From an optimization exercise on the open Yosys and OpenROAD flow, aimed at small area; shortcuts taken in it are not production practice.
In this exercise RTL edits were held to simulation tests only and were not proved equivalent to the original.
Power figures rest on the tool's default switching activity, not on a simulated workload.

==> inputs of trial 6 <==
## systolic_array
module systolic_array #(
    parameter m = 8,
    parameter n = 8,
    parameter input_width = 8
)
(
    input clk, reset,
    input [0:m * input_width - 1] in_row,
    input [0:n * input_width - 1] in_col,
    output [0:m * n * 2 * input_width - 1] out
);
Settings: LEC_CHECK=0, CAP_MARGIN=5, CORE_MARGIN=2, CORE_UTILIZATION=70, PLACE_DENSITY=0.8, SLEW_MARGIN=5, SYNTH_HIERARCHICAL=1, SYNTH_MINIMUM_KEEP_SIZE=0; clock period 6.0 ns.
standard.sh (not shown) runs the stock make flow with config.mk's settings and CLKGATE_MAP_FILE= SYNTH_SCRIPT=/design/flow/synth_recipe.tcl, a recipe that flattens the netlist after the stock synthesis.
==> flow/flow/run.sh <==
#!/bin/bash
# The standard layout (standard.sh, unchanged synthesis), with the port
# buffers made as the smallest buffer cell rather than a delay buffer, and a
# clock tree of smaller buffers without dummy loads.
set -euo pipefail
export BUFFER_PORTS_ARGS="-buffer_cell sky130_fd_sc_hd__buf_1"
export GPL_KEEP_OVERFLOW=0
export CTS_ARGS="-sink_clustering_enable -repair_clock_nets -dont_use_dummy_load -sink_clustering_size 14 -sink_clustering_max_diameter 80 -buf_list {sky130_fd_sc_hd__clkbuf_4 sky130_fd_sc_hd__clkbuf_8}"
bash standard.sh > standard.log 2>&1
==> trial 11 (differences from trial 6) <==
CAP_MARGIN = 20   (was 5)
CORE_UTILIZATION = 65   (was 70)
PLACE_DENSITY = 0.75   (was 0.8)
SLEW_MARGIN = 20   (was 5)
==> trial 97 (differences from trial 6) <==
--- a/flow/design.v
+++ b/flow/design.v
@@ -59,26 +59,22 @@
         for (i = 0; i < 8; i = i + 1) begin : g_row
             for (j = 0; j < 8; j = j + 1) begin : g_col
                 wire [7:0] ain, bin;
                 for (k = 0; k < 8; k = k + 1) begin : g_op
                     assign ain[k] = in_row[8 * i + 7 - k];
                     assign bin[k] = in_col[8 * j + 7 - k];
                 end
-                if (j == 7) begin : g_alast
-                end else if (j >= 7 - i) begin : g_an
-                    always @(posedge clk) ar[i][j] <= an[i][j];
-                    assign an[i][j + 1] = ar[i][j];
-                end else if (j == 0) begin : g_a0
+                if (j == 0) begin : g_a0
                     wire [7:0] d;
                     for (k = 0; k < 8; k = k + 1) begin : g_d
                         sa_nand u (ain[k], reset_n, d[k]);
                     end
                     always @(posedge clk) ar[i][j] <= d;
                     assign an[i][j + 1] = ar[i][j];
-                end else begin : g_a
+                end else if (j < 7) begin : g_a
                     always @(posedge clk) ar[i][j] <= an[i][j] | {8{reset}};
                     assign an[i][j + 1] = ar[i][j];
                 end
                 if (i == 0) begin : g_b0
                     wire [7:0] d;
                     for (k = 0; k < 8; k = k + 1) begin : g_d
                         sa_nand u (bin[k], reset_n, d[k]);
@@ -264,19 +260,16 @@
                     sa_xor u149 (s131, k130, w149);
                     wire w150;
                     sa_and u150 (s131, k130, w150);
                     wire w151;
                     sa_xnor u151 (w149, w148, w151);
                     wire w152;
                     sa_aoi u152 (w149, w148, w150, w152);
-                    wire w153;
-                    sa_xor u153 (c[15], k132, w153);
-                    wire w154;
-                    sa_xor u154 (w153, w152, w154);
-                    assign sum = {w154, w151, w147, w143, w139, w135, s101, s87, s71, s55, s41, s29, s19, s11, s5, s1};
+                    wire w153 = c[15] ^ k132 ^ w152;
+                    assign sum = {w153, w151, w147, w143, w139, w135, s101, s87, s71, s55, s41, s29, s19, s11, s5, s1};
                     assign sum_n = 16'b1111110000000000;
                 end else begin : g_reg
                     wire s1, k2;
                     sa_ha u2 (c[0], pp[0], s1, k2);
                     wire s3, k4;
                     sa_ha u4 (c[1], pp[1], s3, k4);
                     wire s5, k6;
@@ -402,43 +395,46 @@
                     wire s125, k126;
                     sa_fa u126 (c[12], pp[47], pp[54], s125, k126);
                     wire s127, k128;
                     sa_fa u128 (pp[61], k116, s125, s127, k128);
                     wire s129, k130;
                     sa_fa u130 (k118, s127, k120, s129, k130);
                     wire s131, k132;
-                    sa_fa u132 (s129, k122, k124, s131, k132);
+                    sa_fa u132 (c[13], pp[55], pp[62], s131, k132);
                     wire s133, k134;
-                    sa_fa u134 (c[13], pp[55], pp[62], s133, k134);
+                    sa_fa u134 (k126, s131, k128, s133, k134);
                     wire s135, k136;
-                    sa_fa u136 (k126, s133, k128, s135, k136);
-                    wire s137, k138;
-                    sa_fa u138 (c[14], pp[63], k134, s137, k138);
+                    sa_fa u136 (c[14], pp[63], k132, s135, k136);
+                    wire w137;
+                    sa_xor u137 (s129, k122, w137);
+                    wire w138;
+                    sa_and u138 (s129, k122, w138);
                     wire w139;
-                    sa_xor u139 (s135, k130, w139);
+                    sa_xnor u139 (w137, k124, w139);
                     wire w140;
-                    sa_and u140 (s135, k130, w140);
+                    sa_aoi u140 (w137, k124, w138, w140);
                     wire w141;
-                    sa_xnor u141 (w139, k132, w141);
+                    sa_xnor u141 (s133, k130, w141);
                     wire w142;
-                    sa_aoi u142 (w139, k132, w140, w142);
+                    sa_nand u142 (s133, k130, w142);
                     wire w143;
-                    sa_xnor u143 (s137, k136, w143);
+                    sa_xnor u143 (w141, w140, w143);
                     wire w144;
-                    sa_nand u144 (s137, k136, w144);
+                    sa_oai u144 (w141, w140, w142, w144);
                     wire w145;
-                    sa_xnor u145 (w143, w142, w145);
+                    sa_xor u145 (s135, k134, w145);
                     wire w146;
-                    sa_oai u146 (w143, w142, w144, w146);
+                    sa_and u146 (s135, k134, w146);
                     wire w147;
-                    sa_xor u147 (c[15], k138, w147);
+                    sa_xnor u147 (w145, w144, w147);
                     wire w148;
-                    sa_xnor u148 (w147, w146, w148);
-                    assign sum = {w148, w145, w141, s131, s123, s113, s101, s87, s71, s55, s41, s29, s19, s11, s5, s1};
-                    assign sum_n = 16'b1110000000000000;
+                    sa_aoi u148 (w145, w144, w146, w148);
+                    wire w149 = c[15] ^ k136 ^ w148;
+                    assign sum = {w149, w147, w143, w139, s123, s113, s101, s87, s71, s55, s41, s29, s19, s11, s5, s1};
+                    assign sum_n = 16'b1111000000000000;
                 end
                 always @(posedge clk)
                     acc[i][j] <= reset ? 16'd0 : sum ^ sum_n;
                 for (k = 0; k < 16; k = k + 1) begin : g_out
                     assign out[16 * (8 * i + j) + k] = acc[i][j][15 - k];
                 end
             end
==> flow/flow/run.sh (replaced) <==
#!/bin/bash
# The standard layout (standard.sh, unchanged synthesis), with the port
# buffers made as the smallest buffer cell rather than a delay buffer, and a
# clock tree of smaller buffers without dummy loads.
set -euo pipefail
export BUFFER_PORTS_ARGS="-buffer_cell sky130_fd_sc_hd__buf_1"
export CTS_ARGS="-sink_clustering_enable -repair_clock_nets -dont_use_dummy_load -sink_clustering_size 10 -sink_clustering_max_diameter 70 -buf_list {sky130_fd_sc_hd__clkbuf_4 sky130_fd_sc_hd__clkbuf_8}"
bash standard.sh > standard.log 2>&1
CAP_MARGIN = 20   (was 5)
CORE_UTILIZATION = 55   (was 70)
PLACE_DENSITY = 0.7   (was 0.8)
SLEW_MARGIN = 20   (was 5)
==> summary of the runs <==
- In trial 6 the area after synthesis is smaller than in trial 97, by 1.5%.
- Sequential power is about the same in trial 97 and trial 6.
- Total power: trial 11 < trial 6 < trial 97.
- In flip-flop and latch count, trial 11 and trial 97 do not differ.
- Register-to-register slack is about the same in trial 11 and trial 6.

## port drivers added, routing unchanged
The flow's constraints put no driver on any port. The routed layouts listed below were extracted and timed again, unchanged, in two steps. Step 1 sets driving cells, clkbuf_16 on the clock port and buf_2 on the other inputs (assumed; they add their load-dependent delay and slew). Step 2 also shifts input and output timing later by t, the mid clock arrival at the registers, as if the neighbouring blocks saw the same clock. a / b / c = ideal / step 1 / step 2; a / b = the first two.
run	t (ns)	setup slack, ns	clock arrival spread, ns	slew at the worst register clock pin (ns)
trial 6	1.086	0.130 / 0.130 / -0.647	0.100 / 0.099	0.11 / 0.11
trial 11	1.077	0.135 / 0.135 / -0.396	0.149 / 0.149	0.11 / 0.11
trial 97	1.108	0.266 / 0.266 / -0.129	0.192 / 0.192	0.09 / 0.09
With both steps, setup timing fails in every run listed, where it was met with ideal ports. The setup slack of trial 6, which loses most, moves by 0.000 ns with the drivers and by -0.777 ns with both steps.
